Background: an optimization exercise with open tools, aiming at small area, a short achievable clock period and few clock cycles per item. Do not read the settings as production practice.
Only simulation tests tie the RTL to the original design; equivalence was not proved.
Power and IR drop assume default switching activity.

## draw_line
module draw_line (
    input  logic       clk,
    input  logic       rst,           
    input  logic [7:0] start_x_pos,   
    input  logic [6:0] start_y_pos,   
    input  logic [7:0] x_length,      
    input  logic [7:0] y_length,      
    input  logic       start_line,
    output logic       wr_valid,
    output logic [7:0] write_x_pos,
    output logic [6:0] write_y_pos,
    output logic       running
);
    logic [7:0] x_reg;
    logic [6:0] y_reg;
    logic       run_reg, wv_reg;
    logic [7:0] xr_reg;       
    logic [7:0] yr_reg;       
    logic       dir_reg;      
    logic [12:0] ideal_reg;
    logic [12:0] slope_reg;   
    logic [7:0] rem_reg;
    logic [3:0] cnt_reg;
    logic [7:0] ymag;
    logic [6:0] lowor;
    always_comb begin
        lowor[0] = y_length[0];
        for (int i = 1; i < 7; i++) lowor[i] = lowor[i-1] | y_length[i];
        ymag[0] = y_length[0];
        for (int i = 1; i < 8; i++) ymag[i] = y_length[i] ^ (y_length[7] & lowor[i-1]);
    end
    logic [8:0] dtry, dsub;
    logic [9:0] dcy;
    logic       qbit;
    always_comb begin
        dtry   = {rem_reg, slope_reg[12]};
        dcy[0] = 1'b1;
        for (int i = 0; i < 9; i++) begin
            logic b;
  ...
Settings: LEC_CHECK=0, CAP_MARGIN=20, CORE_MARGIN=2, CORE_UTILIZATION=40, SLEW_MARGIN=20; clock period 29.0 ns.
standard.sh (not shown) runs the stock make flow with config.mk's settings and CLKGATE_MAP_FILE= SYNTH_SCRIPT=/design/flow/synth_recipe.tcl, a recipe that flattens the netlist after the stock synthesis.
==> flow/flow/run.sh <==
#!/bin/bash
set -euo pipefail
export BUFFER_PORTS_ARGS="-buffer_cell sky130_fd_sc_hd__buf_2"
bash standard.sh > standard.log 2>&1
The starting point completed without violations.
Testbench counts at the start, summed over its fixed seeds: cycles 230,894, lines 2,400.
Edit:
==> flow/run.sh (new file) <==
#!/bin/bash
# synth_recipe.tcl (not shown) runs the flow's synth.tcl, then flattens the netlist and writes it again
# the make line also repeats each setting of config.mk as NAME=value (left out here)
make -C /OpenROAD-flow-scripts/flow DESIGN_CONFIG=/design/flow/config.mk WORK_HOME=/design/flow/orfs CLKGATE_MAP_FILE= SYNTH_SCRIPT=/design/flow/synth_recipe.tcl finish
removed: flow/flow/run.sh
removed: flow/standard.sh
Effect: Final cell count stays the same. Hold slack got worse by 0.0040 ns. Maximum frequency came out lower by 5.1%. Via count came out lower by 1.2%. Utilization rises by 2.8 points. Wire length drops by 1.1%.
Edit:
==> flow/flow/run.sh (new file) <==
#!/bin/bash
set -euo pipefail
export BUFFER_PORTS_ARGS="-buffer_cell sky130_fd_sc_hd__buf_2"
export SETUP_SLACK_MARGIN=22.3
bash standard.sh > standard.log 2>&1
==> flow/standard.sh (new file) <==
#!/bin/bash
# synth_recipe.tcl (not shown) runs the flow's synth.tcl, then flattens the netlist and writes it again
# the make line also repeats each setting of config.mk as NAME=value (left out here)
make -C /OpenROAD-flow-scripts/flow DESIGN_CONFIG=/design/flow/config.mk WORK_HOME=/design/flow/orfs CLKGATE_MAP_FILE= SYNTH_SCRIPT=/design/flow/synth_recipe.tcl "${@:-finish}"
removed: flow/run.sh
Outcome:
- The changed run finished clean
- global-route usage rises by 0.35 points
- total power rises by a few percent
- wire length rises by a few percent
- design area rises slightly
- area after synthesis does not change
- non-clock buffer count rises by 17
- critical path depth is unchanged
- setup slack gains 0.51 ns
- sequential share of layout area rises by 0.40 points
- flip-flop and latch count does not change
Edit:
==> flow/flow/run.sh (replaced) <==
#!/bin/bash
set -euo pipefail
export BUFFER_PORTS_ARGS="-buffer_cell sky130_fd_sc_hd__buf_2"
export SETUP_SLACK_MARGIN=21.9
bash standard.sh > standard.log 2>&1
The changed run produced a clean layout.
Synthesized cell count stays the same.
Worst hold slack barely changes.
Non-clock buffer count falls by 17.
Sequential cell count stays the same.
Synthesized area is unchanged.
Die area stays the same.
Cell area falls by a few percent.
Clock power rises by a few percent.
Worst setup slack is worse by 0.050 ns.
Utilization falls by 2.2 points.

static timing again, ports no longer ideal:
The flow's constraints put no driver on any port. The routed layouts listed below were extracted and timed again, unchanged, in two steps.
Step 1: set_driving_cell puts a clkbuf_16 on clk and a buf_2 on each other input, an assumption about the parent block.
Step 2, shift: input delay + t, output delay - t, t = (earliest + latest rising clock arrival at the registers) / 2. This alone moves slack from input paths to output paths.
Slacks: ideal / step 1 / step 2; pairs: ideal / step 1.
| run | t, ns | setup WS [ns] | pins driven straight from the clock port |
|---|---|---|---|
| the first run | 0.376 | 21.851 / 21.864 / 21.489 | 1 |
| the second run | 0.369 | 21.464 / 21.472 / 21.103 | 1 |
| the third run | 0.376 | 21.976 / 21.974 / 21.599 | 1 |
| the fourth run | 0.366 | 21.926 / 21.938 / 21.571 | 1 |
After both steps setup and hold are still met in every run listed. For the third run, which loses most, drivers alone change the setup slack by -0.002 ns; drivers and shift together by -0.377 ns.
